Context: an optimization exercise on an open-source flow, tuned for a short achievable clock period and few clock cycles. The choices shown serve that exercise and are no tape-out recipe. The RTL was checked by simulation tests, not by an equivalence proof against the original design. Power and IR drop assume default switching activity.

==> design/flow/design.v <==
localparam
    ZERO        = 32'd0,
    OPAND       = 5'd0,
    OPOR        = 5'd1,
    OPXOR       = 5'd2,
    OPADD       = 5'd3,
    OPSUB       = 5'd4,
    OPSLT       = 5'd5,
    OPSLTU      = 5'd6,
    OPSLL       = 5'd7,
    OPSRL       = 5'd8,
    OPSRA       = 5'd9,
    OPLUI       = 5'd10,
    OPMUL       = 5'd11,
    OPMULH      = 5'd12,
    OPMULHU     = 5'd13,
    OPMULHSU    = 5'd14,
    OPDIV       = 5'd15,
    OPDIVU      = 5'd16,
    OPREM       = 5'd17,
    OPREMU      = 5'd18,
    OPNULL      = 5'd31,  
    OPC_LOAD        = 7'b0000011,
    OPC_OPIMM       = 7'b0010011,
    OPC_STORE       = 7'b0100011,
    OPC_RTYPE       = 7'b0110011,
    OPC_BRANCH      = 7'b1100011,
    OPC_JALR        = 7'b1100111,
    OPC_JAL         = 7'b1101111,
    OPC_LUI         = 7'b0110111,
    FUNCT7_ADD      = 7'b0000000,
    FUNCT7_SUB      = 7'b0100000,
    FUNCT7_SLT      = 7'b0000000,
    FUNCT7_OR       = 7'b0000000,
    FUNCT7_AND      = 7'b0000000,
    FUNCT3_LW       = 3'b010,
    FUNCT3_SW       = 3'b010,
    FUNCT3_ADD      = 3'b000,
    FUNCT3_SUB      = 3'b000,
    FUNCT3_SLT      = 3'b010,
    FUNCT3_OR       = 3'b110,
    FUNCT3_AND      = 3'b111,
    FUNCT3_BEQ      = 3'b000,
    FUNCT3_JALR     = 3'b000,
    TEXT_ADDRESS    = 32'h0040_0000,
    DATA_ADDRESS    = 32'h1001_0000,
    STACK_ADDRESS   = 32'h1001_03FC,
    GP              = DATA_ADDRESS;
module mux4 (
   input  wire [31:0] entr0, entr1, entr2, entr3,
   input  wire [1:0]  sel,
   output reg  [31:0] saida
);
always @(*)
begin
   case (sel)
      2'b00:
         saida <= entr0;
      2'b01:
         saida <= entr1;
      2'b10:
         saida <= entr2;
      2'b11:
         saida <= entr3;
   endcase
end
endmodule
module ProxPC (
   input  wire        iReset,
   input  wire        iHold,            
   input  wire        iSure,            
   input  wire        iRet,             
   input  wire        iBtb,             
   input  wire [31:0] iPC,              
   input  wire [31:0] iLink,            
   input  wire [9:0]  iTidx,            
   input  wire [9:0]  iRas,             
   input  wire [9:0]  iBtgt,            
   input  wire        iWrap,            
   input  wire        iDRedir,          
   input  wire [31:0] iDTgt,            
   input  wire        iC,               
   input  wire        iJv,              
   input  wire        iPred,            
   input  wire        iMisEq, iMisNe,   
   input  wire [31:0] iJtgt,            
   input  wire [31:0] iT1, iT0,         
   output wire [31:0] oNext
);
localparam
    ZERO        = 32'd0,
    OPAND       = 5'd0,
    OPOR        = 5'd1,
    OPXOR       = 5'd2,
    OPADD       = 5'd3,
    OPSUB       = 5'd4,
    OPSLT       = 5'd5,
    OPSLTU      = 5'd6,
    OPSLL       = 5'd7,
    OPSRL       = 5'd8,
    OPSRA       = 5'd9,
    OPLUI       = 5'd10,
    OPMUL       = 5'd11,
    OPMULH      = 5'd12,
    OPMULHU     = 5'd13,
    OPMULHSU    = 5'd14,
    OPDIV       = 5'd15,
    OPDIVU      = 5'd16,
    OPREM       = 5'd17,
    OPREMU      = 5'd18,
    OPNULL      = 5'd31,  
    OPC_LOAD        = 7'b0000011,
    OPC_OPIMM       = 7'b0010011,
    OPC_STORE       = 7'b0100011,
    OPC_RTYPE       = 7'b0110011,
    OPC_BRANCH      = 7'b1100011,
    OPC_JALR        = 7'b1100111,
    OPC_JAL         = 7'b1101111,
    OPC_LUI         = 7'b0110111,
    FUNCT7_ADD      = 7'b0000000,
    FUNCT7_SUB      = 7'b0100000,
    FUNCT7_SLT      = 7'b0000000,
    FUNCT7_OR       = 7'b0000000,
    FUNCT7_AND      = 7'b0000000,
    FUNCT3_LW       = 3'b010,
    FUNCT3_SW       = 3'b010,
    FUNCT3_ADD      = 3'b000,
    FUNCT3_SUB      = 3'b000,
    FUNCT3_SLT      = 3'b010,
    FUNCT3_OR       = 3'b110,
    FUNCT3_AND      = 3'b111,
    FUNCT3_BEQ      = 3'b000,
    FUNCT3_JALR     = 3'b000,
    TEXT_ADDRESS    = 32'h0040_0000,
    DATA_ADDRESS    = 32'h1001_0000,
    STACK_ADDRESS   = 32'h1001_03FC,
    GP              = DATA_ADDRESS;
wire s_d    = iDRedir;
wire s_hold = iHold;
wire s_go   = ~iHold & ~iDRedir;
wire s_sure = s_go & iSure;
wire s_ret  = s_go & iRet;
wire s_btb  = s_go & iBtb;
wire s_seq  = s_go & ~(iSure | iRet | iBtb);
wire [9:0] pidx = ({10{s_sure}} & iTidx) | ({10{s_ret}} & iRas) | ({10{s_btb}} & iBtgt);
wire       s_pred = s_sure | s_ret | s_btb;
wire [19:0] f_up   = (iWrap & ~iHold) ? iLink[31:12] : iPC[31:12];
wire [11:0] f_lo   = ({12{s_hold}} & iPC[11:0]) |
                     ({12{s_seq}}  & iLink[11:0]) |
                     {pidx, 2'b00};
wire [31:0] f_next = s_d ? iDTgt : {f_up, f_lo};
wire c1_f = ~iReset & (iJv ? iPred : ~iMisEq);
wire c1_j = ~iReset & iJv & ~iPred;
wire c1_t = ~iReset & ~iJv & iMisEq;
wire c0_f = ~iReset & ~iJv & ~iMisNe;
wire c0_j = ~iReset & iJv;
wire c0_t = ~iReset & ~iJv & iMisNe;
wire u_f = iC ? c1_f : c0_f;
wire u_j = iC ? c1_j : c0_j;
wire [31:0] t = iC ? iT1 : iT0;
wire u_t = iC ? c1_t : c0_t;
assign oNext = ({32{u_f}} & f_next) |
               ({32{u_j}} & iJtgt) |
               ({32{u_t}} & t) |
               ({32{iReset}} & TEXT_ADDRESS);
endmodule
module adder (
   input  wire [31:0] iA,
   input  wire [31:0] iB,
   output reg  [31:0] out
);
always @(*)
begin
   out <= iA + iB;
end
endmodule
module ks_adder #(parameter W = 32, parameter L = 5) (
   input  wire [W-1:0] iA,
   input  wire [W-1:0] iB,
   input  wire         iCin,
   output wire [W-1:0] oSum,
   output wire [W-1:0] oCarry           
);
wire [W-1:0] p0 = iA ^ iB;
wire [W-1:0] g [0:L];
wire [W-1:0] p [0:L];
assign g[0] = (iA & iB) | {{(W-1){1'b0}}, p0[0] & iCin};
assign p[0] = p0;
genvar l, i;
generate
   for (l = 0; l < L; l = l + 1) begin : nivel
      for (i = 0; i < W; i = i + 1) begin : posicao
         if (i >= (1 << l)) begin : comb
            assign g[l+1][i] = g[l][i] | (p[l][i] & g[l][i-(1<<l)]);
            assign p[l+1][i] = p[l][i] & p[l][i-(1<<l)];
         end else begin : repassa
            assign g[l+1][i] = g[l][i];
            assign p[l+1][i] = p[l][i];
         end
      end
   end
endgenerate
assign oSum = p0 ^ {g[L][W-2:0], iCin};
assign oCarry = g[L];
endmodule
module ALU (
    input  wire [31:0] iA, iB,
    input  wire [31:0] iLink,
    input  wire        iAdd, iSub, iAnd, iOr, iSlt, iSelB, iSelLink,
    output wire [31:0] oResult,
    output wire [31:0] oSum, oDiff,      
    output wire        oLt,              
    output wire [31:0] oEarly,           
    output wire        oEq
    );
wire [31:0] diff, c_sum, c_diff;
ks_adder #(32, 5) soma (.iA(iA), .iB(iB),  .iCin(1'b0), .oSum(oSum), .oCarry(c_sum));
ks_adder #(32, 5) sub  (.iA(iA), .iB(~iB), .iCin(1'b1), .oSum(diff), .oCarry(c_diff));
wire        lt = (iA[31] != iB[31]) ? iA[31] : ~c_diff[30];
assign oDiff = diff;
assign oLt   = lt;
wire [31:0] early = ({32{iAnd}}  & (iA & iB)) |
                    ({32{iOr}}   & (iA | iB)) |
                    ({32{iSelB}} & iB) |
                    ({32{iSelLink}} & iLink);
assign oResult = ({32{iAdd}} & oSum) |
                 ({32{iSub}} & diff) |
                 {31'b0, iSlt & lt} |
                 early;
assign oEarly = early;
assign oEq = (iA == iB);
endmodule
module ImmGen (
    input        [31:0] iInstrucao,
    output logic [31:0] oImm
);
localparam
    ZERO        = 32'd0,
    OPAND       = 5'd0,
    OPOR        = 5'd1,
    OPXOR       = 5'd2,
    OPADD       = 5'd3,
    OPSUB       = 5'd4,
    OPSLT       = 5'd5,
    OPSLTU      = 5'd6,
    OPSLL       = 5'd7,
    OPSRL       = 5'd8,
    OPSRA       = 5'd9,
    OPLUI       = 5'd10,
    OPMUL       = 5'd11,
    OPMULH      = 5'd12,
    OPMULHU     = 5'd13,
    OPMULHSU    = 5'd14,
    OPDIV       = 5'd15,
    OPDIVU      = 5'd16,
    OPREM       = 5'd17,
    OPREMU      = 5'd18,
    OPNULL      = 5'd31,  
    OPC_LOAD        = 7'b0000011,
    OPC_OPIMM       = 7'b0010011,
    OPC_STORE       = 7'b0100011,
    OPC_RTYPE       = 7'b0110011,
    OPC_BRANCH      = 7'b1100011,
    OPC_JALR        = 7'b1100111,
    OPC_JAL         = 7'b1101111,
    OPC_LUI         = 7'b0110111,
    FUNCT7_ADD      = 7'b0000000,
    FUNCT7_SUB      = 7'b0100000,
    FUNCT7_SLT      = 7'b0000000,
    FUNCT7_OR       = 7'b0000000,
    FUNCT7_AND      = 7'b0000000,
    FUNCT3_LW       = 3'b010,
    FUNCT3_SW       = 3'b010,
    FUNCT3_ADD      = 3'b000,
    FUNCT3_SUB      = 3'b000,
    FUNCT3_SLT      = 3'b010,
    FUNCT3_OR       = 3'b110,
    FUNCT3_AND      = 3'b111,
    FUNCT3_BEQ      = 3'b000,
    FUNCT3_JALR     = 3'b000,
    TEXT_ADDRESS    = 32'h0040_0000,
    DATA_ADDRESS    = 32'h1001_0000,
    STACK_ADDRESS   = 32'h1001_03FC,
    GP              = DATA_ADDRESS;
always @ (*)
    case (iInstrucao[6:0])
        OPC_LOAD,
        OPC_OPIMM,
        OPC_JALR:
            oImm <= {{20{iInstrucao[31]}}, iInstrucao[31:20]};
        OPC_STORE:
            oImm <= {{20{iInstrucao[31]}}, iInstrucao[31:25], iInstrucao[11:7]};
        OPC_BRANCH:
            oImm <= {{20{iInstrucao[31]}}, iInstrucao[7], iInstrucao[30:25], iInstrucao[11:8], 1'b0};
        OPC_JAL:
            oImm <= {{12{iInstrucao[31]}}, iInstrucao[19:12], iInstrucao[20], iInstrucao[30:21], 1'b0};
        OPC_LUI:
            oImm <= {iInstrucao[31:12], {12{1'b0}}};		
        default:
            oImm <= ZERO;
    endcase
endmodule
module ControleULA (
   input  wire [1:0] opULA,
   input  wire [2:0] funct3,
   input  wire [6:0] funct7,
   output reg  [4:0] codULA
);
localparam
    ZERO        = 32'd0,
    OPAND       = 5'd0,
    OPOR        = 5'd1,
    OPXOR       = 5'd2,
    OPADD       = 5'd3,
    OPSUB       = 5'd4,
    OPSLT       = 5'd5,
    OPSLTU      = 5'd6,
    OPSLL       = 5'd7,
    OPSRL       = 5'd8,
    OPSRA       = 5'd9,
    OPLUI       = 5'd10,
    OPMUL       = 5'd11,
    OPMULH      = 5'd12,
    OPMULHU     = 5'd13,
    OPMULHSU    = 5'd14,
    OPDIV       = 5'd15,
    OPDIVU      = 5'd16,
    OPREM       = 5'd17,
    OPREMU      = 5'd18,
    OPNULL      = 5'd31,  
    OPC_LOAD        = 7'b0000011,
    OPC_OPIMM       = 7'b0010011,
    OPC_STORE       = 7'b0100011,
    OPC_RTYPE       = 7'b0110011,
    OPC_BRANCH      = 7'b1100011,
    OPC_JALR        = 7'b1100111,
    OPC_JAL         = 7'b1101111,
    OPC_LUI         = 7'b0110111,
    FUNCT7_ADD      = 7'b0000000,
    FUNCT7_SUB      = 7'b0100000,
    FUNCT7_SLT      = 7'b0000000,
    FUNCT7_OR       = 7'b0000000,
    FUNCT7_AND      = 7'b0000000,
    FUNCT3_LW       = 3'b010,
    FUNCT3_SW       = 3'b010,
    FUNCT3_ADD      = 3'b000,
    FUNCT3_SUB      = 3'b000,
    FUNCT3_SLT      = 3'b010,
    FUNCT3_OR       = 3'b110,
    FUNCT3_AND      = 3'b111,
    FUNCT3_BEQ      = 3'b000,
    FUNCT3_JALR     = 3'b000,
    TEXT_ADDRESS    = 32'h0040_0000,
    DATA_ADDRESS    = 32'h1001_0000,
    STACK_ADDRESS   = 32'h1001_03FC,
    GP              = DATA_ADDRESS;
always @(*)
begin
   case (opULA)
      2'b00:
         codULA <= OPADD;    
      2'b01:
         codULA <= OPSUB;    
      2'b10:
         case (funct3)            
            3'b000:
            begin
               if (funct7 == 7'b0)
                  codULA <= OPADD;
               else
                  codULA <= OPSUB;
            end
            3'b010:
                  codULA    <= OPSLT;
            3'b110:
                  codULA    <= OPOR;
            3'b111:
                  codULA    <= OPAND;
            default:
                  codULA    <= OPNULL;
         endcase
      2'b11:
         codULA <= OPLUI;    
      default:
         codULA <= OPNULL;
   endcase
end
endmodule
module Controle (
   input  wire [6:0] opcode,
   output reg        Mem2Reg, LeMem, EscreveMem, Branch, OrigULA, EscreveReg,
   output reg        Jal, Jalr,
   output reg  [1:0] opULA
);
localparam
    ZERO        = 32'd0,
    OPAND       = 5'd0,
    OPOR        = 5'd1,
    OPXOR       = 5'd2,
    OPADD       = 5'd3,
    OPSUB       = 5'd4,
    OPSLT       = 5'd5,
    OPSLTU      = 5'd6,
    OPSLL       = 5'd7,
    OPSRL       = 5'd8,
    OPSRA       = 5'd9,
    OPLUI       = 5'd10,
    OPMUL       = 5'd11,
    OPMULH      = 5'd12,
    OPMULHU     = 5'd13,
    OPMULHSU    = 5'd14,
    OPDIV       = 5'd15,
    OPDIVU      = 5'd16,
    OPREM       = 5'd17,
    OPREMU      = 5'd18,
    OPNULL      = 5'd31,  
    OPC_LOAD        = 7'b0000011,
    OPC_OPIMM       = 7'b0010011,
    OPC_STORE       = 7'b0100011,
    OPC_RTYPE       = 7'b0110011,
    OPC_BRANCH      = 7'b1100011,
    OPC_JALR        = 7'b1100111,
    OPC_JAL         = 7'b1101111,
    OPC_LUI         = 7'b0110111,
    FUNCT7_ADD      = 7'b0000000,
    FUNCT7_SUB      = 7'b0100000,
    FUNCT7_SLT      = 7'b0000000,
    FUNCT7_OR       = 7'b0000000,
    FUNCT7_AND      = 7'b0000000,
    FUNCT3_LW       = 3'b010,
    FUNCT3_SW       = 3'b010,
    FUNCT3_ADD      = 3'b000,
    FUNCT3_SUB      = 3'b000,
    FUNCT3_SLT      = 3'b010,
    FUNCT3_OR       = 3'b110,
    FUNCT3_AND      = 3'b111,
    FUNCT3_BEQ      = 3'b000,
    FUNCT3_JALR     = 3'b000,
    TEXT_ADDRESS    = 32'h0040_0000,
    DATA_ADDRESS    = 32'h1001_0000,
    STACK_ADDRESS   = 32'h1001_03FC,
    GP              = DATA_ADDRESS;
always @(*)
begin
   Jal         <= 1'b0;
   Jalr        <= 1'b0;
   case (opcode)
      OPC_RTYPE:  begin        
         EscreveReg  <= 1'b1;
         Mem2Reg     <= 1'b0;
         LeMem       <= 1'b0;
         EscreveMem  <= 1'b0;
         Branch      <= 1'b0;
         OrigULA     <= 1'b0;
         opULA       <= 2'b10;
      end
      OPC_OPIMM:  begin        
         EscreveReg  <= 1'b1;
         Mem2Reg     <= 1'b0;
         LeMem       <= 1'b0;
         EscreveMem  <= 1'b0;
         Branch      <= 1'b0;
         OrigULA     <= 1'b1;
         opULA       <= 2'b00;
      end
      OPC_LUI:    begin        
         EscreveReg  <= 1'b1;
         Mem2Reg     <= 1'b0;
         LeMem       <= 1'b0;
         EscreveMem  <= 1'b0;
         Branch      <= 1'b0;
         OrigULA     <= 1'b1;
         opULA       <= 2'b11;
      end
      OPC_LOAD:   begin        
         EscreveReg  <= 1'b1;
         Mem2Reg     <= 1'b1;
         LeMem       <= 1'b1;
         EscreveMem  <= 1'b0;
         Branch      <= 1'b0;
         OrigULA     <= 1'b1;
         opULA       <= 2'b00;
      end
      OPC_STORE:  begin        
         EscreveReg  <= 1'b0;
         Mem2Reg     <= 1'b0;
         LeMem       <= 1'b0;
         EscreveMem  <= 1'b1;
         Branch      <= 1'b0;
         OrigULA     <= 1'b1;
         opULA       <= 2'b00;
      end
      OPC_BRANCH: begin        
         EscreveReg  <= 1'b0;
         Mem2Reg     <= 1'b0;
         LeMem       <= 1'b0;
         EscreveMem  <= 1'b0;
         Branch      <= 1'b1;
         OrigULA     <= 1'b0;
         opULA       <= 2'b01;
      end
      OPC_JALR:   begin        
         EscreveReg  <= 1'b1;
         Mem2Reg     <= 1'b0;
         LeMem       <= 1'b0;
         EscreveMem  <= 1'b0;
         Branch      <= 1'b0;
         OrigULA     <= 1'b1;
         opULA       <= 2'b00;
         Jalr        <= 1'b1;
      end
      OPC_JAL:    begin        
         EscreveReg  <= 1'b1;
         Mem2Reg     <= 1'b0;
         LeMem       <= 1'b0;
         EscreveMem  <= 1'b0;
         Branch      <= 1'b0;
         OrigULA     <= 1'b0;
         opULA       <= 2'b00;
         Jal         <= 1'b1;     
      end
      default:    begin
         EscreveReg  <= 1'b0;
         Mem2Reg     <= 1'b0;
         LeMem       <= 1'b0;
         EscreveMem  <= 1'b0;
         Branch      <= 1'b0;
         OrigULA     <= 1'b0;
         opULA       <= 2'b00;
      end
   endcase
end
endmodule
module Registers (
    input  wire         iCLK, iRST,
    input  wire         iRegWrite,
    input  wire  [4:0]  iWriteRegister,
    input  wire  [31:0] iWriteData,
    input  wire  [31:0] iReadSel1, iReadSel2,    
    output wire  [31:0] oReadData1, oReadData2,
    output wire  [11:0] oReadBase,               
    output wire  [31:0] oOk,                     
    input  wire         iWrite0, iWrite1,        
    output wire  [31:0] oIs0, oIs1,              
    input  wire  [4:0]  iRegDispSelect,          
    output reg   [31:0] oRegDisp                 
    );
localparam
    ZERO        = 32'd0,
    OPAND       = 5'd0,
    OPOR        = 5'd1,
    OPXOR       = 5'd2,
    OPADD       = 5'd3,
    OPSUB       = 5'd4,
    OPSLT       = 5'd5,
    OPSLTU      = 5'd6,
    OPSLL       = 5'd7,
    OPSRL       = 5'd8,
    OPSRA       = 5'd9,
    OPLUI       = 5'd10,
    OPMUL       = 5'd11,
    OPMULH      = 5'd12,
    OPMULHU     = 5'd13,
    OPMULHSU    = 5'd14,
    OPDIV       = 5'd15,
    OPDIVU      = 5'd16,
    OPREM       = 5'd17,
    OPREMU      = 5'd18,
    OPNULL      = 5'd31,  
    OPC_LOAD        = 7'b0000011,
    OPC_OPIMM       = 7'b0010011,
    OPC_STORE       = 7'b0100011,
    OPC_RTYPE       = 7'b0110011,
    OPC_BRANCH      = 7'b1100011,
    OPC_JALR        = 7'b1100111,
    OPC_JAL         = 7'b1101111,
    OPC_LUI         = 7'b0110111,
    FUNCT7_ADD      = 7'b0000000,
    FUNCT7_SUB      = 7'b0100000,
    FUNCT7_SLT      = 7'b0000000,
    FUNCT7_OR       = 7'b0000000,
    FUNCT7_AND      = 7'b0000000,
    FUNCT3_LW       = 3'b010,
    FUNCT3_SW       = 3'b010,
    FUNCT3_ADD      = 3'b000,
    FUNCT3_SUB      = 3'b000,
    FUNCT3_SLT      = 3'b010,
    FUNCT3_OR       = 3'b110,
    FUNCT3_AND      = 3'b111,
    FUNCT3_BEQ      = 3'b000,
    FUNCT3_JALR     = 3'b000,
    TEXT_ADDRESS    = 32'h0040_0000,
    DATA_ADDRESS    = 32'h1001_0000,
    STACK_ADDRESS   = 32'h1001_03FC,
    GP              = DATA_ADDRESS;
reg  [31:0] rf [1:31];
reg  [31:1] rf_ok;
reg  [31:1] rf_is0, rf_is1;             
wire [32*32-1:0] vals;
assign vals[31:0] = 32'b0;
wire [32*12-1:0] vals12;
assign vals12[11:0] = 12'b0;
genvar gi;
generate
    for (gi = 1; gi < 32; gi = gi + 1) begin : valor
        assign vals[32*gi +: 32]   = rf[gi];
        assign vals12[12*gi +: 12] = rf[gi][11:0];
    end
endgenerate
wire [31:0] ok_all = {rf_ok, 1'b1};     
wire [31:0] disp;
PortaLeitura #(32) porta1 (.iSel(iReadSel1), .iVals(vals), .iOk(ok_all), .oData(oReadData1));
PortaLeitura #(32) porta2 (.iSel(iReadSel2), .iVals(vals), .iOk(ok_all), .oData(oReadData2));
PortaDados   #(12) portaB (.iSel(iReadSel1), .iVals(vals12), .oData(oReadBase));
assign oOk = ok_all;
PortaLeitura #(32) portaD (.iSel(32'b1 << iRegDispSelect), .iVals(vals), .iOk(ok_all), .oData(disp));
always @(posedge iCLK)
    oRegDisp <= disp;
always @(posedge iCLK)
begin
    if (iRegWrite)
        rf[iWriteRegister] <= iWriteData;
end
always @(posedge iCLK or posedge iRST)
begin
    if (iRST) begin
        rf_ok  <= 31'b0;
        rf_is0 <= 31'h7FFF_FFFD;        
        rf_is1 <= 31'b0;
    end else if (iRegWrite) begin
        rf_ok[iWriteRegister]  <= 1'b1;
        rf_is0[iWriteRegister] <= iWrite0;
        rf_is1[iWriteRegister] <= iWrite1;
    end
end
assign oIs0 = {rf_is0, 1'b1};
assign oIs1 = {rf_is1, 1'b0};
endmodule
module PortaLeitura #(parameter W = 32) (
    input  wire [31:0]     iSel,
    input  wire [32*W-1:0] iVals,
    input  wire [31:0]     iOk,
    output wire [W-1:0]    oData
    );
localparam
    ZERO        = 32'd0,
    OPAND       = 5'd0,
    OPOR        = 5'd1,
    OPXOR       = 5'd2,
    OPADD       = 5'd3,
    OPSUB       = 5'd4,
    OPSLT       = 5'd5,
    OPSLTU      = 5'd6,
    OPSLL       = 5'd7,
    OPSRL       = 5'd8,
    OPSRA       = 5'd9,
    OPLUI       = 5'd10,
    OPMUL       = 5'd11,
    OPMULH      = 5'd12,
    OPMULHU     = 5'd13,
    OPMULHSU    = 5'd14,
    OPDIV       = 5'd15,
    OPDIVU      = 5'd16,
    OPREM       = 5'd17,
    OPREMU      = 5'd18,
    OPNULL      = 5'd31,  
    OPC_LOAD        = 7'b0000011,
    OPC_OPIMM       = 7'b0010011,
    OPC_STORE       = 7'b0100011,
    OPC_RTYPE       = 7'b0110011,
    OPC_BRANCH      = 7'b1100011,
    OPC_JALR        = 7'b1100111,
    OPC_JAL         = 7'b1101111,
    OPC_LUI         = 7'b0110111,
    FUNCT7_ADD      = 7'b0000000,
    FUNCT7_SUB      = 7'b0100000,
    FUNCT7_SLT      = 7'b0000000,
    FUNCT7_OR       = 7'b0000000,
    FUNCT7_AND      = 7'b0000000,
    FUNCT3_LW       = 3'b010,
    FUNCT3_SW       = 3'b010,
    FUNCT3_ADD      = 3'b000,
    FUNCT3_SUB      = 3'b000,
    FUNCT3_SLT      = 3'b010,
    FUNCT3_OR       = 3'b110,
    FUNCT3_AND      = 3'b111,
    FUNCT3_BEQ      = 3'b000,
    FUNCT3_JALR     = 3'b000,
    TEXT_ADDRESS    = 32'h0040_0000,
    DATA_ADDRESS    = 32'h1001_0000,
    STACK_ADDRESS   = 32'h1001_03FC,
    GP              = DATA_ADDRESS;
function [W-1:0] le;
    input [31:0] sel;
    integer j, k;
    reg [W-1:0] t [0:31];
    begin
        for (j = 0; j < 32; j = j + 1)
            t[j] = {W{sel[j]}} & iVals[W*j +: W];
        for (k = 16; k > 0; k = k / 2)
            for (j = 0; j < k; j = j + 1)
                t[j] = t[2*j] | t[2*j+1];
        le = t[0];
    end
endfunction
wire ok = |(iSel & iOk);
assign oData = ({W{ok}} & le(iSel)) | ({W{iSel[2] & ~iOk[2]}} & STACK_ADDRESS[W-1:0]);
endmodule
module PortaDados #(parameter W = 12) (
    input  wire [31:0]     iSel,
    input  wire [32*W-1:0] iVals,
    output wire [W-1:0]    oData
    );
function [W-1:0] le;
    input [31:0] sel;
    integer j, k;
    reg [W-1:0] t [0:31];
    begin
        for (j = 0; j < 32; j = j + 1)
            t[j] = {W{sel[j]}} & iVals[W*j +: W];
        for (k = 16; k > 0; k = k / 2)
            for (j = 0; j < k; j = j + 1)
                t[j] = t[2*j] | t[2*j+1];
        le = t[0];
    end
endfunction
assign oData = le(iSel);
endmodule
module Uniciclo (
    input  logic        clockCPU,
    input  logic        reset,
    input  logic [4:0]  RegIn,
    output logic [31:0] PC,
    input  logic [31:0] Instr,
    output logic [31:0] MemAddr, MemWrData,
    output logic        MemWrEn,
    input  logic [31:0] MemRdData,
    output logic [31:0] RegOut
    );
localparam
    ZERO        = 32'd0,
    OPAND       = 5'd0,
    OPOR        = 5'd1,
    OPXOR       = 5'd2,
    OPADD       = 5'd3,
    OPSUB       = 5'd4,
    OPSLT       = 5'd5,
    OPSLTU      = 5'd6,
    OPSLL       = 5'd7,
    OPSRL       = 5'd8,
    OPSRA       = 5'd9,
    OPLUI       = 5'd10,
    OPMUL       = 5'd11,
    OPMULH      = 5'd12,
    OPMULHU     = 5'd13,
    OPMULHSU    = 5'd14,
    OPDIV       = 5'd15,
    OPDIVU      = 5'd16,
    OPREM       = 5'd17,
    OPREMU      = 5'd18,
    OPNULL      = 5'd31,  
    OPC_LOAD        = 7'b0000011,
    OPC_OPIMM       = 7'b0010011,
    OPC_STORE       = 7'b0100011,
    OPC_RTYPE       = 7'b0110011,
    OPC_BRANCH      = 7'b1100011,
    OPC_JALR        = 7'b1100111,
    OPC_JAL         = 7'b1101111,
    OPC_LUI         = 7'b0110111,
    FUNCT7_ADD      = 7'b0000000,
    FUNCT7_SUB      = 7'b0100000,
    FUNCT7_SLT      = 7'b0000000,
    FUNCT7_OR       = 7'b0000000,
    FUNCT7_AND      = 7'b0000000,
    FUNCT3_LW       = 3'b010,
    FUNCT3_SW       = 3'b010,
    FUNCT3_ADD      = 3'b000,
    FUNCT3_SUB      = 3'b000,
    FUNCT3_SLT      = 3'b010,
    FUNCT3_OR       = 3'b110,
    FUNCT3_AND      = 3'b111,
    FUNCT3_BEQ      = 3'b000,
    FUNCT3_JALR     = 3'b000,
    TEXT_ADDRESS    = 32'h0040_0000,
    DATA_ADDRESS    = 32'h1001_0000,
    STACK_ADDRESS   = 32'h1001_03FC,
    GP              = DATA_ADDRESS;
reg  [31:0] pc_n;                       
wire [31:0] pc_i = ~pc_n;
reg         d_valid;
reg  [31:0] ir;                         
reg  [31:0] d_oh1, d_oh2;               
reg  [31:0] d_pc;
reg  [31:0] d_ptgt;                     
reg         d_pred;
reg         d_beqq;                     
reg  [31:0] d_bimmq;                    
reg         e_valid;
reg  [31:0] e_a, e_b, e_sd;             
reg  [31:0] e_pc;                       
reg  [31:0] e_link;                     
reg  [31:0] e_bimm;                     
reg  [31:0] e_tgt;                      
reg  [31:0] e_t1, e_t0;                 
reg  [31:0] e_jk0, e_jk1;               
reg         e_mis_eq, e_mis_ne;         
reg  [31:0] e_ptgt;                     
reg         e_pred;                     
reg  [4:0]  e_rd;
reg         e_wr, e_load, e_store, e_beq, e_jal, e_jalr, e_ret;
reg         e_eload;                    
reg         e_add, e_sub, e_and, e_or, e_slt, e_selb, e_link_sel;
reg         e_addiq;                    
reg         e_ltp, e_ltp_ok;            
reg  [31:0] e_nimm;                     
reg         m_valid;
reg  [31:0] m_res;
reg  [4:0]  m_rd;
reg         m_wr, m_load, m_we;
reg  [31:0] m_addr, m_wdata;
wire [31:0] f_link = pc_i + 32'd4;
wire [6:0] f_opc  = Instr[6:0];
wire f_use1  = (f_opc == OPC_RTYPE) | (f_opc == OPC_OPIMM) | (f_opc == OPC_LOAD) |
               (f_opc == OPC_STORE) | (f_opc == OPC_BRANCH) | (f_opc == OPC_JALR);
wire f_use2  = (f_opc == OPC_RTYPE) | (f_opc == OPC_STORE) | (f_opc == OPC_BRANCH);
wire f_sure  = (f_opc == OPC_JAL) |
               ((f_opc == OPC_BRANCH) & (Instr[19:15] == Instr[24:20]));
wire f_ret   = (f_opc == OPC_JALR) & (Instr[11:7] == 5'd0) & (Instr[19:15] == 5'd1);
wire [31:0] f_immB = {{20{Instr[31]}}, Instr[7], Instr[30:25], Instr[11:8], 1'b0};
wire [31:0] f_immJ = {{12{Instr[31]}}, Instr[19:12], Instr[20], Instr[30:21], 1'b0};
wire [9:0]  f_offj = {Instr[20], Instr[30:22]};
wire [9:0]  f_offb = {Instr[7], Instr[30:25], Instr[11:9]};
wire [9:0]  f_tidxj, f_tidxb;
ks_adder #(10, 4) somaJ (.iA(pc_i[11:2]), .iB(f_offj), .iCin(1'b0), .oSum(f_tidxj), .oCarry());
ks_adder #(10, 4) somaB (.iA(pc_i[11:2]), .iB(f_offb), .iCin(1'b0), .oSum(f_tidxb), .oCarry());
wire [9:0]  f_tidx = Instr[3] ? f_tidxj : f_tidxb;
reg  [9:0]  ras [0:1];                  
reg         ras_sp;                     
reg         ras_ok;                     
reg         ras_full;
wire [9:0]  ras_top = ras[~ras_sp];
localparam BN = 3;                      
localparam BT = 7;                      
reg  [(1<<BN)-1:0] btb_v;
reg  [BT-1:0] btb_tag [0:(1<<BN)-1];
reg  [9:0]    btb_tgt [0:(1<<BN)-1];
reg  [1:0]    btb_ctr [0:(1<<BN)-1];
wire [BN-1:0] f_idx = pc_i[BN+1:2];
wire [(1<<BN)-1:0] f_sel;
wire [9:0]  f_btgt_e [0:(1<<BN)-1];
genvar ge;
generate
    for (ge = 0; ge < (1<<BN); ge = ge + 1) begin : entrada
        assign f_sel[ge] = btb_v[ge] & btb_ctr[ge][1] & (f_idx == ge) &
                           (btb_tag[ge] == pc_i[BN+BT+1:BN+2]);
        assign f_btgt_e[ge] = {10{f_sel[ge]}} & btb_tgt[ge];
    end
endgenerate
wire        btb_taken = (|f_sel) & ((f_opc == OPC_BRANCH) | (f_opc == OPC_JALR));
function [9:0] or_tgt;
    input integer n;
    integer k;
    begin
        or_tgt = 10'b0;
        for (k = 0; k < n; k = k + 1)
            or_tgt = or_tgt | f_btgt_e[k];
    end
endfunction
wire [9:0]  f_btgt = or_tgt(1<<BN);
wire        f_pred_ret = f_ret & ras_ok;
wire        f_pred = f_sure | f_pred_ret | btb_taken;
wire        btb_only = (|f_sel) &
                       (((f_opc == OPC_BRANCH) & (Instr[19:15] != Instr[24:20])) |
                        ((f_opc == OPC_JALR) & ~(f_ret & ras_ok)));
wire [9:0]  f_pidx = f_sure ? f_tidx : f_pred_ret ? ras_top : f_btgt;
wire        f_wrap = (pc_i[11:2] == 10'h3FF);
wire [31:0] f_ptgt = {(f_wrap ? f_link[31:12] : pc_i[31:12]), f_pidx, 2'b00};
wire [6:0] opc    = ir[6:0];
wire [2:0] funct3 = ir[14:12];
wire [6:0] funct7 = ir[31:25];
wire [4:0] rs1    = ir[19:15];
wire [4:0] rs2    = ir[24:20];
wire [4:0] rd     = ir[11:7];
wire d_r     = (opc == OPC_RTYPE);
wire d_addi  = (opc == OPC_OPIMM);
wire d_lui   = (opc == OPC_LUI);
wire d_lw    = (opc == OPC_LOAD);
wire d_sw    = (opc == OPC_STORE);
wire d_beq   = (opc == OPC_BRANCH);
wire d_jal   = (opc == OPC_JAL);
wire d_jalr  = (opc == OPC_JALR);
wire d_wr    = d_r | d_addi | d_lui | d_lw | d_jal | d_jalr;
wire d_use1  = d_r | d_addi | d_lw | d_sw | d_beq | d_jalr;
wire d_use2  = d_r | d_sw | d_beq;
wire d_useimm = d_addi | d_lui | d_lw | d_sw | d_jalr;
wire d_radd  = d_r & (funct3 == 3'b000) & (funct7 == 7'b0);
wire d_rsub  = d_r & (funct3 == 3'b000) & (funct7 != 7'b0);
wire d_add   = d_addi | d_lw | d_sw | d_radd;
wire d_and   = d_r & (funct3 == 3'b111);
wire d_or    = d_r & (funct3 == 3'b110);
wire d_slt   = d_r & (funct3 == 3'b010);
wire d_ret   = d_jalr & (rd == 5'd0) & (rs1 == 5'd1);
wire d_call  = (d_jal | d_jalr) & (rd == 5'd1);
wire [31:0] immI = {{20{ir[31]}}, ir[31:20]};
wire [31:0] immS = {{20{ir[31]}}, ir[31:25], ir[11:7]};
wire [31:0] immB = {{20{ir[31]}}, ir[7], ir[30:25], ir[11:8], 1'b0};
wire [31:0] immJ = {{12{ir[31]}}, ir[19:12], ir[20], ir[30:21], 1'b0};
wire [31:0] immU = {ir[31:12], 12'b0};
wire [31:0] d_imm  = d_sw  ? immS :
                     d_lui ? immU : immI;
wire [31:0] d_bimm = d_bimmq;
wire [31:0] d_link = d_pc + 32'd4;
wire [31:0] m_wb   = m_load ? MemRdData : m_res;
wire        m_wen  = m_valid & m_wr;            
wire        e_fwd_ok = e_valid & e_wr;          
reg         d_e1, d_e2, d_m1, d_m2;
wire [31:0] d_rf1, d_rf2;
wire [31:0] rf_is0, rf_is1;             
reg         d_is0_1, d_is1_1, d_is0_2, d_is1_2;    
wire        m_res0 = (m_res == 32'd0);
wire        m_res1 = (m_res == 32'd1);
wire        m_wb0  = m_load ? (MemRdData == 32'd0) : m_res0;
wire        m_wb1  = m_load ? (MemRdData == 32'd1) : m_res1;
wire [11:0] d_rfb;
wire [31:0] rf_okv;                     
reg         d_ok1;                      
Registers bancoReg (
    .iCLK(clockCPU), .iRST(reset),
    .iRegWrite(m_wen), .iWriteRegister(m_rd), .iWriteData(m_wb),
    .iReadSel1(d_oh1), .iReadSel2(d_oh2),
    .oReadData1(d_rf1), .oReadData2(d_rf2), .oReadBase(d_rfb), .oOk(rf_okv),
    .iWrite0(m_wb0), .iWrite1(m_wb1),
    .oIs0(rf_is0), .oIs1(rf_is1),
    .iRegDispSelect(RegIn), .oRegDisp(RegOut)
);
wire        s1_e  = d_e1;
wire        s1_m  = ~d_e1 & d_m1;
wire        s1_rf = ~d_e1 & ~d_m1;
wire        sb_i  = d_useimm;
wire        sb_e  = ~d_useimm & d_e2;
wire        sb_m  = ~d_useimm & ~d_e2 & d_m2;
wire        sb_rf = ~d_useimm & ~d_e2 & ~d_m2;
wire        ss_e  = d_e2;
wire        ss_m  = ~d_e2 & d_m2;
wire        ss_rf = ~d_e2 & ~d_m2;
wire [31:0] d_tgt;
ks_adder #(32, 5) somaAlvo (.iA(d_pc), .iB(d_bimm), .iCin(1'b0), .oSum(d_tgt), .oCarry());
wire [31:0] tx     = d_pc ^ d_bimm ^ d_ptgt;
wire [31:0] tc     = (d_pc & d_bimm) | ((d_pc ^ d_bimm) & ~d_ptgt);
wire        tgt_ok = (tx == {tc[30:0], 1'b0});
wire [31:0] d_jk0, d_jk1;
ks_adder #(32, 5) subJalr0 (.iA(d_ptgt), .iB(~immI), .iCin(1'b1), .oSum(d_jk0), .oCarry());
ks_adder #(32, 5) subJalr1 (.iA({d_ptgt[31:1], 1'b1}), .iB(~immI), .iCin(1'b1), .oSum(d_jk1), .oCarry());
wire        d_early = d_valid & d_lw & ~d_e1 & (d_m1 | d_ok1) &
                      ~(e_valid & (e_store | (e_load & ~e_eload)));
wire [11:0] d_lsum_rf, d_lsum_m;
ks_adder #(12, 4) somaEndR (.iA(d_rfb), .iB(immI[11:0]), .iCin(1'b0), .oSum(d_lsum_rf), .oCarry());
ks_adder #(12, 4) somaEndM (.iA(m_wb[11:0]),  .iB(immI[11:0]), .iCin(1'b0), .oSum(d_lsum_m),  .oCarry());
wire [11:0] d_lsum = s1_m ? d_lsum_m : d_lsum_rf;
wire [31:0] d_pa = d_e1 ? MemRdData : m_wb;
wire [31:0] d_pb = d_e2 ? MemRdData : m_wb;
wire        d_ltp = (d_pa[31] != d_pb[31]) ? d_pa[31] : (d_pa < d_pb);    
function [31:0] fwd_res;
    input        sel;
    input [31:0] f_sum, f_diff;
    input        f_lt;
    input [31:0] f_early;
    begin
        fwd_res = ({32{sel & e_eload}} & MemRdData) |
                  ({32{sel & e_add}} & f_sum) |
                  ({32{sel & e_sub}} & f_diff) |
                  {31'b0, sel & e_slt & f_lt} |
                  ({32{sel}} & f_early);
    end
endfunction
reg  d_stall;
wire [31:0] A = e_a;
wire [31:0] B = e_b;
wire [31:0] sum, res, diff, early;
wire        eq, lt;
ALU ULA (
    .iA(A), .iB(B), .iLink(e_link),
    .iAdd(e_add), .iSub(e_sub), .iAnd(e_and), .iOr(e_or), .iSlt(e_slt),
    .iSelB(e_selb), .iSelLink(e_link_sel),
    .oResult(res), .oSum(sum), .oDiff(diff), .oLt(lt), .oEarly(early), .oEq(eq)
);
wire        j_ok = (A == e_jk0) | (A == e_jk1);
wire        e_taken = e_jal | e_jalr | (e_beq & eq);
wire        e_jv    = e_valid & e_jalr;
wire        e_c     = e_jalr ? j_ok : eq;
wire        e_mis   = e_c ? (e_jv ? ~e_pred : e_mis_eq) : (e_jv | e_mis_ne);
wire [31:0] e_jtgt  = {sum[31:1], 1'b0};
wire [31:0] e_ntgt  = e_jalr ? e_jtgt : ((e_jal | (e_beq & eq)) ? e_tgt : e_link);
wire        d_o0 = d_e1 ? d_is0_2 : d_is0_1;
wire        d_o1 = d_e1 ? d_is1_2 : d_is1_1;
wire        e_eqn = (A == e_nimm);                           
wire        der  = d_valid & d_beqq & ~d_stall & (d_e1 ^ d_e2) & ~(d_e1 ? d_m2 : d_m1) &
                   (e_slt ? (e_ltp_ok & (d_o0 | d_o1)) : ((e_addiq | e_sub) & d_o0));
wire        k_slt = der & e_slt;
wire        k_add = der & e_addiq;
wire        k_sub = der & e_sub;
wire        der_t = (k_slt & (e_ltp ^ d_o0)) | (k_add & e_eqn) | (k_sub & eq);
wire        d_pred2 = der ? der_t : d_pred;
wire        d_redir = der & (der_t ^ d_pred);
wire [31:0] d_rtgt  = der_t ? d_tgt : d_link;
wire        d_mis_t = ~(d_pred2 & (d_redir | tgt_ok));
wire        d_mis_n = d_pred2;
wire d_adv = d_valid & ~e_mis & ~d_stall;       
wire f_hold = ~e_mis & d_stall;                  
wire [31:0] pc_next;
ProxPC proxPC (
    .iReset(reset),
    .iHold(d_stall), .iSure(f_sure), .iRet(f_pred_ret), .iBtb(btb_only),
    .iPC(pc_i), .iLink(f_link),
    .iTidx(f_tidx), .iRas(ras_top), .iBtgt(f_btgt), .iWrap(f_wrap),
    .iDRedir(d_redir), .iDTgt(d_rtgt),
    .iC(e_c), .iJv(e_jv), .iPred(e_pred), .iMisEq(e_mis_eq), .iMisNe(e_mis_ne),
    .iJtgt(e_jtgt), .iT1(e_t1), .iT0(e_t0),
    .oNext(pc_next)
);
always @(posedge clockCPU)
begin
    PC   <= pc_next;
    pc_n <= ~pc_next;
end
wire [4:0]  n_rs1 = d_stall ? ir[19:15] : Instr[19:15];
wire [4:0]  n_rs2 = d_stall ? ir[24:20] : Instr[24:20];
wire        n_m1  = m_wen & (m_rd == n_rs1);
wire        n_m2  = m_wen & (m_rd == n_rs2);
always @(posedge clockCPU)
begin
    d_e1 <= ~d_stall & d_valid & d_wr & (rd != 5'd0) & (n_rs1 == rd);
    d_e2 <= ~d_stall & d_valid & d_wr & (rd != 5'd0) & (n_rs2 == rd);
    d_m1 <= e_fwd_ok & (e_rd == n_rs1);
    d_m2 <= e_fwd_ok & (e_rd == n_rs2);
end
always @(posedge clockCPU)
begin
    d_oh1   <= 32'b1 << n_rs1;
    d_ok1   <= rf_okv[n_rs1] | n_m1;       
    d_oh2   <= 32'b1 << n_rs2;
    d_is0_1 <= n_m1 ? m_wb0 : rf_is0[n_rs1];
    d_is1_1 <= n_m1 ? m_wb1 : rf_is1[n_rs1];
    d_is0_2 <= n_m2 ? m_wb0 : rf_is0[n_rs2];
    d_is1_2 <= n_m2 ? m_wb1 : rf_is1[n_rs2];
end
always @(posedge clockCPU)
begin
    if (~d_stall) begin                      
        ir     <= Instr;
        d_pc   <= pc_i;
        d_ptgt <= f_ptgt;
        d_pred <= f_pred;
        d_beqq <= (f_opc == OPC_BRANCH);
        d_bimmq <= Instr[3] ? f_immJ : f_immB;
    end
end
always @(posedge clockCPU or posedge reset)
begin
    if (reset) begin
        d_valid <= 1'b0;
        d_stall <= 1'b0;
        e_valid <= 1'b0;
        e_mis_eq <= 1'b0;
        e_mis_ne <= 1'b0;
        m_valid <= 1'b0;
    end else begin
        d_valid <= f_hold ? d_valid : ~(e_mis | d_redir);
        d_stall <= ~f_hold & ~e_mis & ~d_redir & d_valid & d_lw & ~d_early & (rd != 5'd0) &
                   ((f_use1 & (Instr[19:15] == rd)) | (f_use2 & (Instr[24:20] == rd)));
        e_valid <= d_adv;
        e_mis_eq <= d_adv & ~d_jalr & ((d_beq | d_jal) ? d_mis_t : d_mis_n);
        e_mis_ne <= d_adv & ~d_jalr & (d_jal ? d_mis_t : d_mis_n);
        m_valid <= e_valid;
    end
end
always @(posedge clockCPU)
begin
    e_a      <= fwd_res(s1_e, sum, diff, lt, early) |
                ({32{s1_m}} & m_wb) | ({32{s1_rf}} & d_rf1);
    e_b      <= fwd_res(sb_e, sum, diff, lt, early) |
                ({32{sb_m}} & m_wb) | ({32{sb_rf}} & d_rf2) | ({32{sb_i}} & d_imm);
    e_sd     <= fwd_res(ss_e, sum, diff, lt, early) |
                ({32{ss_m}} & m_wb) | ({32{ss_rf}} & d_rf2);
    e_pc     <= d_pc;
    e_link   <= d_link;
    e_bimm   <= d_bimm;
    e_tgt    <= d_tgt;
    e_t1     <= (d_beq | d_jal) ? d_tgt : d_link;
    e_t0     <= d_jal ? d_tgt : d_link;
    e_jk0    <= d_jk0;
    e_jk1    <= d_jk1;
    e_ptgt   <= d_redir ? d_tgt : d_ptgt;
    e_pred   <= d_pred2;
    e_rd     <= rd;
    e_wr     <= d_wr & (rd != 5'd0);
    e_load   <= d_lw;
    e_eload  <= d_early;
    e_store  <= d_sw;
    e_beq    <= d_beq;
    e_jal    <= d_jal;
    e_jalr   <= d_jalr;
    e_ret    <= d_ret;
    e_add    <= d_add & ~d_early;
    e_addiq  <= d_addi;
    e_ltp    <= d_ltp;
    e_ltp_ok <= d_slt & (d_e1 ? e_eload : d_m1) & (d_e2 ? e_eload : d_m2);
    e_nimm   <= ~d_imm + 32'd1;
    e_sub    <= d_rsub;
    e_and    <= d_and;
    e_or     <= d_or;
    e_slt    <= d_slt;
    e_selb   <= d_lui;
    e_link_sel <= d_jal | d_jalr;
    m_res    <= e_eload ? MemRdData : res;
    m_we     <= ~reset & e_valid & e_store;       
    m_rd     <= e_rd;
    m_wr     <= e_wr;
    m_load   <= e_load & ~e_eload;
    m_addr   <= d_early ? {20'b0, d_lsum[11:2], 2'b00} : sum;
    m_wdata  <= e_sd;
end
assign MemAddr   = m_addr;
assign MemWrData = m_wdata;
assign MemWrEn   = m_we;
reg        u_v, u_taken, u_hit;
reg  [1:0] u_ctr;
reg  [9:0] u_pcidx;
reg  [9:0] u_tgt;
always @(posedge clockCPU or posedge reset)
begin
    if (reset)
        u_v <= 1'b0;
    else
        u_v <= e_valid & (e_beq | e_jalr) & ~e_ret;
end
always @(posedge clockCPU)
begin
    u_taken <= e_taken;
    u_hit   <= e_bhit;
    u_ctr   <= e_taken ? (e_bhit ? ((e_bctr == 2'b11) ? 2'b11 : e_bctr + 2'b01) : 2'b11)
                       : ((e_bctr == 2'b00) ? 2'b00 : e_bctr - 2'b01);
    u_pcidx <= e_pc[11:2];
    u_tgt   <= e_ntgt[11:2];
end
wire [BN-1:0] u_idx = u_pcidx[BN-1:0];
wire [BT-1:0] u_tag = u_pcidx[BN+BT-1:BN];
wire [BN-1:0] e_bidx = e_pc[BN+1:2];
wire       e_bhit = btb_v[e_bidx] & (btb_tag[e_bidx] == e_pc[BN+BT+1:BN+2]);
wire [1:0] e_bctr = btb_ctr[e_bidx];
always @(posedge clockCPU or posedge reset)
begin
    if (reset)
        btb_v <= {(1<<BN){1'b0}};
    else if (u_v & u_taken)
        btb_v[u_idx] <= 1'b1;
end
always @(posedge clockCPU)
begin
    if (u_v) begin
        if (u_taken) begin
            btb_tag[u_idx] <= u_tag;
            btb_tgt[u_idx] <= u_tgt;
            btb_ctr[u_idx] <= u_ctr;
        end else if (u_hit) begin
            btb_ctr[u_idx] <= u_ctr;
        end
    end
end
wire d_go     = d_valid & ~d_stall;
wire ras_push = d_go & d_call;
wire ras_pop  = d_go & d_ret & ras_ok;
always @(posedge clockCPU or posedge reset)
begin
    if (reset) begin
        ras_sp   <= 1'b0;
        ras_ok   <= 1'b0;
        ras_full <= 1'b0;
    end else if (ras_push & ~ras_pop) begin
        ras_sp   <= ~ras_sp;
        ras_full <= ras_ok;
        ras_ok   <= 1'b1;
    end else if (ras_pop & ~ras_push) begin
        ras_sp   <= ~ras_sp;
        ras_ok   <= ras_full;
        ras_full <= 1'b0;
    end
end
always @(posedge clockCPU)
begin
    if (ras_push & ras_pop)
        ras[~ras_sp] <= d_link[11:2];
    else if (ras_push)
        ras[ras_sp] <= d_link[11:2];
end
endmodule
==> design/flow/flow/run.sh <==
#!/bin/bash
# Layout flow: the standard ORFS flow (standard.sh) with these changes:
#  - synthesis leaves adders to ABC instead of mapping full/half-adder cells,
#    and ABC maps with a shorter script (flow/abc_speed.script: choices,
#    then delay-oriented mapping and sizing);
#  - a few slow cells (4-input ORs, 4-input muxes, majority gates, ...) are
#    not used (a222oi, which comes in one size only, too);
#  - after placement, the flip-flops that drive output ports are moved next
#    to the ports' buffers (flow/move_out_ffs.tcl, log in move_out_ffs.log).
# Each tool's output stays in its ORFS log under orfs/logs; make's output
# goes to flow_make.log.
set -euo pipefail
MARGIN=6.8
SLOW=""
for c in or4_1 or4_2 or4_4 or4b_1 or4b_2 or4b_4 or4bb_1 or4bb_2 or4bb_4 \
         or3_1 or3_2 or3_4 or3b_1 or3b_2 or3b_4 mux4_1 mux4_2 mux4_4 \
         nor4b_1 nor4b_2 nor4b_4 nor4bb_1 nor4bb_2 nor4bb_4 \
         a2111o_1 a2111o_2 a2111o_4 o2111a_1 o2111a_2 o2111a_4 o41a_1 o41a_2 o41a_4 \
         maj3_1 maj3_2 maj3_4 a222oi_1; do
    SLOW="$SLOW sky130_fd_sc_hd__$c"
done
PLAT=$(make -s -C "$FLOW_HOME" DESIGN_CONFIG="$FLOW_CONFIG" WORK_HOME="$(pwd)/orfs" \
       print-DONT_USE_CELLS 2>/dev/null | sed -n 's/^DONT_USE_CELLS: //p')
echo "platform dont-use: $PLAT" > dont_use.log
[ -n "$PLAT" ]
DU="$PLAT$SLOW"
# ORFS's scripts, with our ABC script
rm -rf scripts_abc
cp -r "$FLOW_HOME/scripts" scripts_abc
cp flow/abc_speed.script scripts_abc/abc_speed.script
SD="$(pwd)/scripts_abc"
sed -E "s|SETUP_SLACK_MARGIN=[^ ]+|SETUP_SLACK_MARGIN=${MARGIN} ADDER_MAP_FILE= SCRIPTS_DIR=${SD} 'DONT_USE_CELLS=${DU}'|" standard.sh > std_custom.sh
grep -q "SETUP_SLACK_MARGIN=${MARGIN}" std_custom.sh
# placement, then the output flip-flops moved next to their ports' buffers,
# then the rest of the flow from clock tree synthesis on
bash std_custom.sh place > flow_make.log 2>&1
PLACED=$(ls orfs/results/*/*/*/3_place.odb)
ODB="$PLACED" openroad -no_init -exit flow/move_out_ffs.tcl > move_out_ffs.log 2>&1
grep -q "moved" move_out_ffs.log
bash std_custom.sh >> flow_make.log 2>&1
==> design/flow/flow/abc_speed.script <==
&get -n
&st
&dch
&nf 
&put
buffer -c
topo
stime -c
upsize -c 
dnsize -c 
==> design/flow/flow/move_out_ffs.tcl <==
# Moves each flip-flop that drives an output port's buffer (and nothing else)
# next to that buffer, which placement put by the port, then legalizes.
# Reads and rewrites the placed design given in ODB.
set pdir $::env(FLOW_HOME)/platforms/sky130hd
read_lef $pdir/lef/sky130_fd_sc_hd.tlef
read_lef $pdir/lef/sky130_fd_sc_hd_merged.lef
read_db $::env(ODB)

proc drv_inst {net} {
  foreach it [$net getITerms] {
    if {[$it isOutputSignal]} { return [$it getInst] }
  }
  return ""
}

set block [ord::get_db_block]
set moved 0
foreach bt [$block getBTerms] {
  if {[$bt getIoType] ne "OUTPUT"} continue
  set buf [drv_inst [$bt getNet]]
  if {$buf eq ""} continue
  set inet ""
  foreach it [$buf getITerms] {
    if {[$it isInputSignal]} { set inet [$it getNet] }
  }
  if {$inet eq ""} continue
  set ff [drv_inst $inet]
  if {$ff eq ""} continue
  if {![string match "*__df*" [[$ff getMaster] getName]]} continue
  if {[llength [$inet getITerms]] > 2} continue
  set loc [$buf getLocation]
  $ff setLocation [lindex $loc 0] [lindex $loc 1]
  incr moved
}
puts "moved $moved flip-flops next to their output buffers"
detailed_placement
check_placement
write_db $::env(ODB)
==> design/flow/standard.sh <==
#!/bin/bash
# synth_recipe.tcl (not shown) runs the flow's synth.tcl, then flattens the netlist and writes it again
# the make line also repeats each setting of config.mk as NAME=value (left out here)
make -C /OpenROAD-flow-scripts/flow DESIGN_CONFIG=/design/flow/config.mk WORK_HOME=/design/flow/orfs CLKGATE_MAP_FILE= SYNTH_SCRIPT=/design/flow/synth_recipe.tcl "${@:-finish}"
==> design/flow/config.mk <==
export PLATFORM = sky130hd
export DESIGN_NAME = Uniciclo
export DESIGN_NICKNAME = Uniciclo
export VERILOG_FILES = /design/flow/design.v
export SDC_FILE = /design/flow/constraint.sdc
export NUM_CORES = 8
export LEC_CHECK = 0
export CAP_MARGIN = 20
export CORE_MARGIN = 2
export CORE_UTILIZATION = 33
export PLACE_DENSITY = 0.42
export SETUP_SLACK_MARGIN = 0.6
export SLEW_MARGIN = 20
==> design/flow/constraint.sdc <==
create_clock -name core_clock -period 10.0 [get_ports {clockCPU}]
set_input_delay 2.0000 -clock core_clock [delete_from_list [all_inputs] [get_ports {clockCPU}]]
set_output_delay 2.0000 -clock core_clock [all_outputs]
set_load 0.01 [all_outputs]
==> results of run 1 <==
kinds of logic after synthesis:
logic type,count (synthesis),share of synthesized area [%]
xor+xnor,604,5.51
flops,2011,53.7
mux,183,1.92
buf+inv,841,3.35
simple gates,2428,12.0
compound gates,3238,23.6
synth_stat cells (117+ instances only):
cell type / count
edfxtp_1: 1273
nand2_1: 707
a22oi_1: 633
dfxtp_1: 627
a22o_1: 538
nor2_1: 536
a221oi_1: 517
o21ai_0: 513
clkbuf_1: 459
a21oi_1: 437
xnor2_1: 354
nand4_1: 291
xor2_1: 228
nand3_1: 212
nor4_1: 163
inv_1: 162
nor3_1: 123
mux2i_1: 117
per-stage QoR:
| step | std cells | hold slack [ps] |
|---|---|---|
| after detailed placement | 13176 | 312 |
| after global placement | 13173 | 315 |
| final | 14364 | 326 |
| after floorplan | 9305 | 310 |
| after global routing | 14330 | 331 |
| after CTS | 14071 | 324 |
layout by cell type, fill, tap and decap left out, types with 45 or more instances in the layout:
cell       count
nor3_1        51
buf_12       154
a21oi_2       57
nor2b_1       71
o211ai_1      49
buf_4        709
nor4_1       112
a22o_1       538
nand3_1      188
a22oi_1      608
clkbuf_16    264
nand2b_1      89
a211oi_1      45
xnor2_1      281
nand4_1      291
edfxtp_1    1273
buf_2         49
xnor2_4       59
nand2_1      686
dfxtp_2      151
dfrtp_1       80
inv_1        124
nor2_1       426
mux2i_1       75
buf_6        228
o21ai_0      415
a221oi_1     469
a21oi_1      358
o21ai_1       71
dfxtp_4       60
xor2_1       197
dfxtp_1      416
nor2_4        71
how the worst max path moves through the flow:
stage | startpoint | endpoint | cells past startpoint
floorplan | reset | PC[4] | 5
global placement | RegIn[4] | bancoReg.oRegDisp[8] | 10
detailed placement | RegIn[4] | bancoReg.oRegDisp[8] | 10
CTS | MemRdData[7] | m_addr[10] | 12
global route | d_oh1[3] | m_addr[10] | 12
finish | d_oh1[16] | m_addr[10] | 13
layer usage:
| metal | up-vias | routed length [um] | share of wire (%) | global-route usage, % |
|---|---|---|---|---|
| met1 | 49228 | 226000 | 35 | 46.1 |
| met2 | 8643 | 279000 | 43 | 60.8 |
| met5 | - | 561 | 0.086 | 1.08 |
| li1 | 38387 | - | - | - |
| met4 | 36 | 66700 | 10 | 31.7 |
| met3 | 3066 | 79100 | 12 | 14.0 |
critical path, cell delays in order (launching register included):
cell and delay [ps]:
dfxtp_2 320, buf_8 210, buf_16 220, a22oi_1 190, nand4_1 170, a2111oi_4 240, buf_6 180, nand2_8 80
xnor2_4 150, o31a_1 340, nand3b_1 210, and4_4 210, o31ai_4 320, a21boi_4 490
power breakdown:
group	switching [mW]	leakage, nW	total, mW	internal [mW]
combinational	2.07	24.6	3.24	1.17
clock	3.83	4.01	9.35	5.52
sequential	0.241	18.5	9.20	8.96
total	6.13	47.2	21.8	15.7
area by class of cell:
cell class                      instances  area share, %
Clock buffer                          306           5.01
Inverter                              168          0.594
Tap cell                             3958           3.74
Clock inverter                        135           1.26
Sequential cell                      2011           40.8
Timing Repair inverter                  7         0.0350
Multi-Input combinational cell       6461           37.9
Timing Repair Buffer                 1280           10.6
Antenna cell                           38         0.0719
repair_timing:
action                                  in CTS  in global routing
hold endpoints to repair                     0                  0
endpoints found under the setup margin    1180                507
pin swaps                                  268                242
gates cloned                                31                 24
setup buffers                              423                230
gates resized for setup                   2215                647
==> flow_metrics.py, run 1 <==
metrics = {
    "status": {
        "status": "finished clean",
    },
    "synthesis": {
        "synth_area_um2": 99900,
        "synth_flop_cell": "edfxtp_1",
        "ys_top_cells_by_area": "edfxtp_1 38%, dfxtp_1 13%, a22oi_1 4.8%, a22o_1 4.7%, a221oi_1 4.5%",
        "ys_types": 102,
        "ys_ff_latch": 2011,
        "async_flop_share_pct": 5.52,
        "syn_nets": 9376,
        "synth_top_area_share_pct": 38.3,
        "synth.largest_area_cell": "edfxtp_1",
        "syn_avg_cell_area_um2": 10.7,
        "seq_area_frac_synth_pct": 53.7,
        "synth-edff-count": 1273,
        "yosys_warnings": 9,
        "synth_cells": 9305,
    },
    "clock_tree": {
        "clk-insertion-delay-late_ps": 960,
        "cts.path.max_buffers": 4,
        "cts_tree": "done",
        "cts.sinks": 2011,
        "ctsHoldBuffers": 0,
        "cts_made_buffers": 235,
        "clk_pin_slew_worst_paths_ps": 60,
        "htreeDepth": 4,
        "cts-root-buf": "clkbuf_16",
    },
    "timing": {
        "worstMarginPinSlew_ps": 1320,
        "setup_slack_ps": 6380,
        "slew_viol_final": 0,
        "max_clock_freq_mhz": 276,
        "setup_tns_ps": 0,
        "hold_viol": 0,
        "slew_headroom_pct": 12.1,
        "finClkSkew_ps": 77.6,
        "rsz0062_at_grt": "yes",
        "fin_crit_ps": 3620,
        "finalSetupViolCount": 0,
        "period_share_pct": 36.2,
    },
    "setup_path": {
        "rr_startpoint": "d_oh1[16]",
        "worstPathMaxFanout": 17,
        "crit_required_ps": 10740,
        "r2r_setup_slack_ps": 6380,
        "worst_setup_path_end_kind": "flop",
        "rr_worst_depth": 13,
        "cp_data_arrival_time_ps": 4370,
        "path_class": "reg -> reg",
        "r2r-end": "m_addr[10]",
        "start_kind": "flop",
    },
    "pwr": {
        "p_leak_nw": 47.2,
        "powerDensity_nw_per_um2": 165,
        "power_mw": 21.8,
        "ir_worst_vdd_uv": 155,
    },
    "floorplanning": {
        "rows": 201,
        "die_w_um": 554,
        "die_y_um": 554,
        "initial_core_util_pct": 33.2,
        "ios": 200,
        "fp.dieArea_um2": 307000,
        "fp.coreArea_um2": 301000,
    },
    "routing": {
        "drt_iter0_drc": 15932,
        "routed_wl_um": 651000,
        "vias_per_cell": 6.92,
        "vias": 99360,
        "drc": 0,
        "detail-route-antenna-nets": 0,
        "drt_first_pass_iters": 11,
        "wire_per_inst_um": 45.4,
    },
    "worst_hold_path": {
        "hp-start": "e_sd[0]",
        "min_path_cells": 0,
        "hold_end": "m_wdata[0]",
        "hold_path_class": "reg -> reg",
    },
    "cells_and_area": {
        "multi_input_area_um2": 50100,
        "biggestRegsByFlops": "bancoReg.rf x992, btb_tgt x80, btb_tag x56",
        "largest_reg_flops": 992,
        "top_register": "bancoReg.rf",
        "seq_area_um2": 54000,
        "post-route-util_pct": 44.0,
        "nNetsFinal": 10235,
        "layout-drive-gt1-share_pct": 28.4,
        "final_cell_area_um2": 132000,
        "synthToLayoutAreaGrowth_pct": 32.4,
        "n_fill_cell": 27952,
    },
    "placement": {
        "hpwl_um": 404000,
        "io_buffers": 199,
        "dpl_cell_area_um2": 108000,
        "gp_congestion": 1.00,
        "pre_cts_ws_ps": 4210,
    },
    "global_routing": {
        "first_global_vias": 92049,
        "grt.overflow.total": 0,
        "antenna_found_initial": 59,
        "grt_pass1_wl_um": 842000,
        "grt_usage_pct": 40.2,
        "grt_max_degree": 82,
    },
    "run": {
        "drv_cap": 0,
    },
}
Testbench counts, summed over its fixed seeds: cycles 89,603.
==> run 2: changes to the inputs <==
--- a/design/flow/flow/move_out_ffs.tcl
+++ b/design/flow/flow/move_out_ffs.tcl
@@ -1,3 +1,4 @@
 # Moves each flip-flop that drives an output port's buffer (and nothing else)
-# next to that buffer, which placement put by the port, then legalizes.
+# next to that buffer, which placement put by the port (MemAddr's half way
+# only), then legalizes.
 # Reads and rewrites the placed design given in ODB.
@@ -31,3 +32,10 @@
   set loc [$buf getLocation]
-  $ff setLocation [lindex $loc 0] [lindex $loc 1]
+  if {[string match "MemAddr*" [$bt getName]]} {
+    # MemAddr's go half way only: their inputs come from a long path too
+    set f [$ff getLocation]
+    $ff setLocation [expr {([lindex $loc 0] + [lindex $f 0]) / 2}] \
+                    [expr {([lindex $loc 1] + [lindex $f 1]) / 2}]
+  } else {
+    $ff setLocation [lindex $loc 0] [lindex $loc 1]
+  }
   incr moved
==> flow_metrics.py, run 2 <==
metrics = {
    "cells_and_area": {
        "multi_input_area_um2": 49900,
        "final_common_cell": "edfxtp_1",
        "layout_common_cells": "1273 x edfxtp_1, 686 x nand2_1, 653 x buf_4, 611 x a22oi_1, 537 x a22o_1",
        "seq_area_um2": 54000,
        "synthToLayoutAreaGrowth_pct": 31.1,
        "layout-drive-gt1-share_pct": 27.8,
        "top_register": "bancoReg.rf",
        "n_fill_cell": 28031,
        "nNetsFinal": 10148,
        "biggestRegsByFlops": "bancoReg.rf x992, btb_tgt x80, btb_tag x56",
        "largest_reg_flops": 992,
    },
    "synthesis": {
        "seq_area_frac_synth_pct": 53.7,
        "synth.largest_area_cell": "edfxtp_1",
        "ys_ff_latch": 2011,
        "synth-edff-count": 1273,
        "async_flop_share_pct": 5.52,
        "synth_common_cells": "1273 x edfxtp_1, 707 x nand2_1, 633 x a22oi_1",
        "synth_area_um2": 99900,
        "synth_cells": 9305,
        "ys_top_cells_by_area": "edfxtp_1 38%, dfxtp_1 13%, a22oi_1 4.8%, a22o_1 4.7%, a221oi_1 4.5%",
        "synth_top_area_share_pct": 38.3,
        "yosysMostFrequentCell": "edfxtp_1",
        "syn_nets": 9376,
        "syn_avg_cell_area_um2": 10.7,
        "yosys_warnings": 9,
        "synth_flop_cell": "edfxtp_1",
        "ys_types": 102,
    },
    "setup_path": {
        "start_kind": "input port",
        "worstSetupStartpoint": "Instr[23]",
        "path_class": "in -> reg",
        "rr_startpoint": "d_oh1[26]",
        "crit_required_ps": 10820,
        "worstPathMaxFanout": 7,
        "cp_data_arrival_time_ps": 4320,
        "worst_setup_path_end_kind": "flop",
    },
    "timing": {
        "fin_crit_ps": 3500,
        "finClkSkew_ps": 74.8,
        "period_share_pct": 35.0,
        "hold_viol": 0,
        "max_clock_freq_mhz": 286,
        "rsz0062_at_grt": "yes",
        "slew_viol_final": 0,
        "setup_tns_ps": 0,
        "worstMarginPinSlew_ps": 1220,
        "finalSetupViolCount": 0,
        "slew_headroom_pct": 18.4,
    },
    "clock_tree": {
        "clk_pin_slew_worst_paths_ps": 60,
        "cts_tree": "done",
        "ctsHoldBuffers": 0,
        "cts.path.max_buffers": 4,
        "cts-root-buf": "clkbuf_16",
        "cts.sinks": 2011,
        "htreeDepth": 4,
        "clk-insertion-delay-late_ps": 970,
        "cts_made_buffers": 234,
    },
    "global_routing": {
        "grt_usage_pct": 40.0,
        "antenna_found_initial": 49,
        "first_global_vias": 91509,
        "grt_max_degree": 82,
        "grt.overflow.total": 0,
        "grt_pass1_wl_um": 839000,
    },
    "run": {
        "drv_cap": 0,
    },
    "floorplanning": {
        "die_w_um": 554,
        "ios": 200,
        "fp.dieArea_um2": 307000,
        "die_y_um": 554,
        "rows": 201,
        "fp.coreArea_um2": 301000,
        "initial_core_util_pct": 33.2,
    },
    "routing": {
        "drt_iter0_drc": 15197,
        "drt_first_pass_iters": 10,
        "detail-route-antenna-nets": 0,
        "vias_per_cell": 6.88,
        "drc": 0,
        "wire_per_inst_um": 45.2,
        "vias": 98206,
        "routed_wl_um": 645000,
    },
    "pwr": {
        "internal-power_mw": 15.7,
        "powerDensity_nw_per_um2": 166,
        "p_leak_nw": 46.6,
        "p_sw_share_pct": 28.0,
        "seq_power_share_pct": 42.4,
        "p_sw_mw": 6.09,
        "power_mw": 21.8,
        "ir_worst_vdd_uv": 160,
        "power_frac_comb_pct": 14.5,
        "p_clk_share_pct": 43.1,
    },
    "placement": {
        "gp_congestion": 1.00,
        "hpwl_um": 404000,
        "io_buffers": 199,
    },
    "worst_hold_path": {
        "hold_path_class": "reg -> reg",
        "hp-start": "e_sd[0]",
    },
    "status": {
        "status": "finished clean",
    },
}
-- run 2: cell counts after synthesis --
No cell type changed its count.
-- run 2: worst paths after layout --
check                                           end  slack (ps)  depth (start not counted)
worst min register to register           m_wdata[0]         330                          0
worst min-delay path                     m_wdata[0]         330                          0
min in group asynchronous                  e_mis_ne        1500                          3
worst max-delay path                          PC[7]        6500                         10
worst max register to register           m_addr[10]        6500                         12
max in group asynchronous       bancoReg.rf_is1[24]        7330                          4
-- run 2: area by class of cell --
cell class	count	area share (%)
clock inverter	129	1.25
multi-input combinational	6460	38.1
antenna	34	0.0650
timing repair inverter	3	0.0153
clock buffer	309	5.13
sequential	2011	41.2
inverter	168	0.592
tap	3958	3.78
timing repair buffer	1199	9.86
-- run 2: cells by family (layout without fill, tap and decap cells) --
family / Yosys count / in the layout / synth area share (%)
compound gates: 3238 / 3239 / 23.6
simple gates: 2428 / 2431 / 12.0
flops: 2011 / 2011 / 53.7
buf+inv: 841 / 1808 / 3.35
xor+xnor: 604 / 604 / 5.51
mux: 183 / 186 / 1.92
other cells: 0 / 34 / 0
-- run 2: routing by layer --
metal | share of wire [%] | global-route usage (%) | vias to the layer above
met5 | 0.061 | 1.16 | -
met4 | 11 | 32.1 | 22
met3 | 12 | 13.7 | 2973
met2 | 43 | 60.7 | 8283
met1 | 35 | 45.9 | 48734
li1 | - | - | 38194
-- run 2: worst max-delay path, stage by stage --
cell and delay [ps]:
buf_6 150, nor2b_1 230, a31oi_1 90, o21ai_2 210, o211ai_1 180, and3_1 220
o32a_1 380, a32o_2 310, a211oi_2 290, a211o_1 240
-- run 2: power groups by stage --
stage                     Combinational [mW]  Clock (mW)  Sequential (mW)
final                                   3.16        9.38             9.21
after CTS                               2.82        9.43             9.21
after detailed placement                2.34           0             9.40
after floorplan                         1.32           0             9.24
after global placement                  2.35           0             9.40
after global routing                    3.22        9.75             9.22
-- run 2: what timing repair did --
action | in CTS | in global routing
pin swaps | 285 | 254
cloned | 26 | 18
endpoints found under the setup margin | 1165 | 470
gates resized for setup | 2218 | 604
setup buffers | 382 | 196
-- run 2: per-stage QoR --
stage          std cells  area, um2  setup WS (ps)  utilization, %  hold slack [ps]
3_5_place_dp       13176     108000           4210            36.1              312
5_1_grt            14240     131000           6440            43.5              341
6_report           14271     131000           6500            43.6              334
3_3_place_gp       13173     108000           4230            36.0              315
2_1_floorplan       9305     101000           5340               -              310
4_1_cts            14022     126000           6500            42.0              339

Check on run 2: ideal ports give 6.499 ns setup slack; a clkbuf_16 on the clock port and buf_2 on the inputs give 6.469 ns; moving port delays by the midpoint clock arrival (1.035 ns) as well gives 5.528 ns.
